This design comes from an exercise in tuning for small area, a short achievable clock period and few clock cycles per item on the open sky130 flow, not from production work.
Where RTL was checked, it was by simulation tests only, not by an equivalence proof against the original.
No activity file was given, so power comes from the tool's default toggle rates.

==> inputs of run R <==
Design ELA, start of the top module:
module ELA(clk, rst, in_data, data_rd, req, wen, addr, data_wr, done);
==> module ELA, before the edit <==
module ELA(clk, rst, in_data, data_rd, req, wen, addr, data_wr, done);
	input				clk;
	input				rst;
	input		[7:0]	in_data;
	input		[7:0]	data_rd;
	output reg			req;
	output reg			wen;
	output reg	[9:0]	addr;
	output reg	[7:0]	data_wr;
	output reg			done;
reg				s_start;	 
reg				s_arr;		 
reg				s_rt;		 
reg				s_rb;		 
reg				s_w;		 
reg				s_fin;		 
reg		[3:0]	r;			 
reg				head;		 
reg				h0;			 
reg		[1:0]	c_rt;		 
reg		[1:0]	c_rb;		 
reg		[1:0]	c_w;
reg				go_int;		 
reg				row0_end;	 
reg				tail;		 
reg				edge_px;	 
reg		[7:0]	opa, opb, u0, u1, v0;
reg		[7:0]	dreg, sreg;	 
reg		[7:0]	best;		 
reg				cur_r;		 
wire	[4:0]	col = addr[4:0];
wire	[3:0]	rm1 = r - 4'd1;
always @(posedge clk or posedge rst) begin
	if (rst) begin
		s_start <= 1'b1;
		s_arr <= 1'b0;
		s_rt <= 1'b0;
		s_rb <= 1'b0;
		s_w <= 1'b0;
		s_fin <= 1'b0;
	end else begin
		s_start <= 1'b0;
		s_arr <= s_start || (s_arr && !go_int) || (tail && r != 4'd15);
		s_rt <= go_int || (s_w && !tail);
		s_rb <= s_rt;
		s_w <= s_rb;
		s_fin <= s_fin || (tail && r == 4'd15);
	end
end
always @(posedge clk) begin
	go_int <= s_arr && !req && (col == 5'd29) && (r != 4'd0);
	row0_end <= s_arr && !req && (col == 5'd29) && (r == 4'd0);
	tail <= s_rb && !head && (col == 5'd0);
	edge_px <= (s_w && col == 5'd31) || (s_rt && edge_px);
	c_rt <= {(s_arr && go_int) || (s_w && !tail), go_int || (s_w && !tail)};
	c_rb <= {s_rt && !s_arr, s_rt};
	c_w <= {s_rb && !s_w, s_rb};
	done <= s_fin;
	req <= s_start || (row0_end) || (tail && r != 4'd15);
	if (s_start)
		r <= 4'd0;
	else if ((row0_end) || tail)
		r <= r + 4'd1;
	if (go_int)
		h0 <= 1'b1;
	else if (s_rb)
		h0 <= 1'b0;
	if (go_int)
		head <= 1'b1;
	else if (s_rb && col == 5'd1)
		head <= 1'b0;
	wen <= (s_arr && !go_int) || (s_rb && (!head || h0)) || tail;
end
reg		[4:0]	col_inc;
always @(*) begin
	if (s_rt)
		col_inc = 5'd0;
	else if (s_rb)
		col_inc = h0 ? 5'd31 : 5'd30;
	else if (s_w && !tail)
		col_inc = head ? 5'd2 : 5'd3;
	else if (go_int)
		col_inc = 5'd2;
	else
		col_inc = 5'd1;
end
always @(posedge clk) begin
	addr[4:0] <= (s_arr && req) ? 5'd0 : col + col_inc;
	addr[5] <= (s_rb && !h0) || tail;
	addr[9:6] <= ((s_arr && !go_int) || s_rt || (s_rb && h0)) ? r : rm1;
end
always @(posedge clk) begin
	if (c_rt[0])
		opa[3:0] <= u0[3:0];
	else if (c_rb[0])
		opa[3:0] <= data_rd[3:0];
	else
		opa[3:0] <= u1[3:0];
	if (c_rt[1])
		opa[7:4] <= u0[7:4];
	else if (c_rb[1])
		opa[7:4] <= data_rd[7:4];
	else
		opa[7:4] <= u1[7:4];
	if (c_w[0]) begin
		u0 <= opa;
		u1 <= u0;
	end
	if (c_rb[1]) begin
		opb <= v0;
		v0 <= opb;
	end else if (c_w[1]) begin
		opb <= data_rd;
	end
end
reg		[7:0]	dg, dp, dG, dP;
reg		[7:0]	sg, sp, sG, sP;
reg		[7:0]	absd, avg;
integer			i, k;
always @(*) begin
	dg = opa & ~opb;
	dp = opa ^ ~opb;
	sg = opa & opb;
	sp = opa ^ opb;
	dG = dg;
	dP = dp;
	sG = sg;
	sP = sp;
	for (k = 1; k < 8; k = k * 2) begin
		for (i = 7; i >= k; i = i - 1) begin
			dG[i] = dG[i] | (dP[i] & dG[i-k]);
			dP[i] = dP[i] & dP[i-k];
			sG[i] = sG[i] | (sP[i] & sG[i-k]);
			sP[i] = sP[i] & sP[i-k];
		end
	end
	absd[0] = dp[0] ^ 1'b1;
	for (i = 1; i < 8; i = i + 1)
		absd[i] = dp[i] ^ (dG[i-1] | dP[i-1]);
	if (!(dG[7] | dP[7])) begin
		absd[0] = ~dp[0];
		for (i = 1; i < 8; i = i + 1)
			absd[i] = ~(dp[i] ^ dG[i-1]);
	end
	for (i = 1; i < 8; i = i + 1)
		avg[i-1] = sp[i] ^ sG[i-1];
	avg[7] = sG[7];
end
always @(posedge clk) begin
	dreg <= absd;
	sreg <= avg;
end
wire			cin = s_rb && cur_r;
reg		[7:0]	cG, cP;
always @(*) begin
	cG = best & ~dreg;
	cP = best ^ ~dreg;
	for (k = 1; k < 8; k = k * 2)
		for (i = 7; i >= k; i = i - 1) begin
			cG[i] = cG[i] | (cP[i] & cG[i-k]);
			cP[i] = cP[i] & cP[i-k];
		end
end
wire			win = cG[7] | (cP[7] & cin);
always @(posedge clk) begin
	if (s_w || (s_rt && !edge_px && !h0 && win)) begin
		best <= dreg;
		cur_r <= s_rt;
	end
	if (s_arr)
		data_wr <= in_data;
	else if (s_w || ((s_rt || s_rb) && !edge_px && !h0 && win))
		data_wr <= sreg;
end
endmodule
==> flow/config.mk <==
export PLATFORM = sky130hd
export DESIGN_NAME = ELA
export DESIGN_NICKNAME = ELA
export VERILOG_FILES = /design/flow/design.v
export SDC_FILE = /design/flow/constraint.sdc
export NUM_CORES = 4
export LEC_CHECK = 0
export CAP_MARGIN = 20
export CORE_MARGIN = 2
export CORE_UTILIZATION = 70
export SETUP_SLACK_MARGIN = 3.4
export SLEW_MARGIN = 20
export TNS_END_PERCENT = 5
==> flow/constraint.sdc <==
create_clock -name core_clock -period 5.5 [get_ports {clk}]
set_input_delay 1.1000 -clock core_clock [delete_from_list [all_inputs] [get_ports {clk}]]
set_output_delay 1.1000 -clock core_clock [all_outputs]
set_load 0.01 [all_outputs]
standard.sh (not shown) runs the stock make flow with config.mk's settings and CLKGATE_MAP_FILE= SYNTH_SCRIPT=/design/flow/synth_recipe.tcl, a recipe that flattens the netlist after the stock synthesis.
==> flow/flow/run.sh <==
#!/bin/bash
# Standard layout with these changes: synthesis leaves adders to abc as plain
# gates (no full/half adder cells), the port buffers are buf_2 cells instead
# of the delay buffers buffer_ports picks by default, and clock tree
# synthesis runs with the arguments below.
set -euo pipefail
export BUFFER_PORTS_ARGS="-buffer_cell sky130_fd_sc_hd__buf_2"
export CTS_ARGS="-sink_clustering_enable -repair_clock_nets -dont_use_dummy_load"
bash standard.sh ADDER_MAP_FILE= finish > standard.log 2>&1
==> inputs of run Y, as changes to run R <==
--- a/flow/design.v
+++ b/flow/design.v
@@ -20,5 +20,4 @@
 reg				h0;			 
-reg		[1:0]	c_rt;		 
-reg		[1:0]	c_rb;		 
-reg		[1:0]	c_w;
+reg		[1:0]	sel_t2;		 
+reg		[1:0]	sel_b1;		 
 reg				go_int;		 
@@ -27,3 +26,3 @@
 reg				edge_px;	 
-reg		[7:0]	opa, opb, u0, u1, v0;
+reg		[7:0]	t0, t1, t2, b0, b1;
 reg		[7:0]	dreg, sreg;	 
@@ -55,5 +54,4 @@
 	edge_px <= (s_w && col == 5'd31) || (s_rt && edge_px);
-	c_rt <= {(s_arr && go_int) || (s_w && !tail), go_int || (s_w && !tail)};
-	c_rb <= {s_rt && !s_arr, s_rt};
-	c_w <= {s_rb && !s_w, s_rb};
+	sel_t2 <= {(s_arr && go_int) || (s_w && !tail), go_int || (s_w && !tail)};
+	sel_b1 <= {s_rb && !s_arr, s_rb};
 	done <= s_fin;
@@ -93,25 +91,14 @@
 always @(posedge clk) begin
-	if (c_rt[0])
-		opa[3:0] <= u0[3:0];
-	else if (c_rb[0])
-		opa[3:0] <= data_rd[3:0];
-	else
-		opa[3:0] <= u1[3:0];
-	if (c_rt[1])
-		opa[7:4] <= u0[7:4];
-	else if (c_rb[1])
-		opa[7:4] <= data_rd[7:4];
-	else
-		opa[7:4] <= u1[7:4];
-	if (c_w[0]) begin
-		u0 <= opa;
-		u1 <= u0;
+	if (s_rb) begin
+		t0 <= data_rd;
+		t1 <= t0;
+		t2 <= t1;
 	end
-	if (c_rb[1]) begin
-		opb <= v0;
-		v0 <= opb;
-	end else if (c_w[1]) begin
-		opb <= data_rd;
+	if (s_w) begin
+		b0 <= data_rd;
+		b1 <= b0;
 	end
 end
+wire	[7:0]	opa = {sel_t2[1] ? t2[7:4] : t0[7:4], sel_t2[0] ? t2[3:0] : t0[3:0]};
+wire	[7:0]	opb = {sel_b1[1] ? b1[7:4] : b0[7:4], sel_b1[0] ? b1[3:0] : b0[3:0]};
 reg		[7:0]	dg, dp, dG, dP;
==> flow/flow/run.sh (replaced) <==
#!/bin/bash
# Standard layout, with the port buffers made from buf_2 cells instead of
# the delay buffers buffer_ports picks by default.
set -euo pipefail
export BUFFER_PORTS_ARGS="-buffer_cell sky130_fd_sc_hd__buf_2"
bash standard.sh > standard.log 2>&1
- CORE_UTILIZATION: 70 -> 85
==> inputs of run B, as changes to run R <==
--- a/flow/design.v
+++ b/flow/design.v
@@ -20,5 +20,5 @@
 reg				h0;			 
-reg		[1:0]	c_rt;		 
-reg		[1:0]	c_rb;		 
-reg		[1:0]	c_w;
+reg				c_rt;		 
+reg				c_rb;
+reg				c_w;
 reg				go_int;		 
@@ -55,5 +55,5 @@
 	edge_px <= (s_w && col == 5'd31) || (s_rt && edge_px);
-	c_rt <= {(s_arr && go_int) || (s_w && !tail), go_int || (s_w && !tail)};
-	c_rb <= {s_rt && !s_arr, s_rt};
-	c_w <= {s_rb && !s_w, s_rb};
+	c_rt <= go_int || (s_w && !tail);
+	c_rb <= s_rt;
+	c_w <= s_rb;
 	done <= s_fin;
@@ -93,5 +93,5 @@
 always @(posedge clk) begin
-	if (c_rt[0])
+	if (c_rt)
 		opa[3:0] <= u0[3:0];
-	else if (c_rb[0])
+	else if (c_rb)
 		opa[3:0] <= data_rd[3:0];
@@ -99,5 +99,5 @@
 		opa[3:0] <= u1[3:0];
-	if (c_rt[1])
+	if (c_rt)
 		opa[7:4] <= u0[7:4];
-	else if (c_rb[1])
+	else if (c_rb)
 		opa[7:4] <= data_rd[7:4];
@@ -105,3 +105,3 @@
 		opa[7:4] <= u1[7:4];
-	if (c_w[0]) begin
+	if (c_w) begin
 		u0 <= opa;
@@ -109,6 +109,6 @@
 	end
-	if (c_rb[1]) begin
+	if (c_rb) begin
 		opb <= v0;
 		v0 <= opb;
-	end else if (c_w[1]) begin
+	end else if (c_w) begin
 		opb <= data_rd;
==> flow/flow/run.sh (replaced) <==
#!/bin/bash
# Standard layout with two changes: the port buffers are buf_2 cells instead
# of the delay buffers buffer_ports picks by default, and clock tree
# synthesis runs with the arguments below (no dummy loads).
set -euo pipefail
export BUFFER_PORTS_ARGS="-buffer_cell sky130_fd_sc_hd__buf_2"
export CTS_ARGS="-sink_clustering_enable -repair_clock_nets -dont_use_dummy_load"
bash standard.sh > standard.log 2>&1
- SETUP_SLACK_MARGIN: 3.4 -> 3.5
==> summary.md <==
| Metric | Value |
|---|---|
| Status | complete, no violations |
| Top class by area | sequential cells |
| Post-Route M1 WL | 3.54 mm |
| Non-clock buffer share | 4.79% |
| Top Metal Used | met4 |
(the above is from run R)
==> summary.md <==
| Metric | Value |
|---|---|
| Stopped at | 4_1_cts |
| Status | stopped before the end |
| Yosys cell types | 52 |
| Err | [ERROR DPL-0038] Utilization greater than 100%, impossible to legalize |
| Placement Cell Area | 4870 um2 |
(the above is from run Y)
==> summary.md <==
| Metric | Value |
|---|---|
| Status | complete, no violations |
| Post-Route M1 WL | 3.75 mm |
| Non-clock buffer share | 5.22% |
| Most common cell after layout, fill and taps aside | edfxtp_1 |
| Sequential power share | 68.0% |
| Switch share | 18.9% |
| Top Metal Used | met4 |
| Final setup margin | 3.37 ns |
(the above is from run B)
Testbench counts of run R, summed over its fixed seeds: cycles 63,968, images 32.
Testbench counts of run B, summed over its fixed seeds: cycles 63,968, images 32.
For run Y, only the layout was checked, not whether the RTL still works.

[port drivers added, routing unchanged]
The flow's constraints put no driver on any port. The routed layouts listed below were extracted and timed again, unchanged, in two steps.
Step 1 sets driving cells, clkbuf_16 on the clock port and buf_2 on the other inputs (assumed; they add their load-dependent delay and slew).
Step 2 adds t to the input delays and takes it off the output delays; t is the mean of the earliest and latest rising clock arrival at the registers after step 1. Input paths then give back, and output paths get back, about the clock's delay inside the block.
Three values: ideal, step 1, step 2; two values: the first two.
run	t (ns)	setup WS [ns]	hold slack, ns	worst setup path at the end	slew at the worst register clock pin (ns)
run R	0.373	2.834 / 2.834 / 2.834	0.394 / 0.394 / 0.394	register to register	0.10 / 0.10
run B	0.361	3.366 / 3.366 / 3.366	0.416 / 0.416 / 0.416	register to register	0.10 / 0.10
After both steps setup and hold are still met in every run listed.
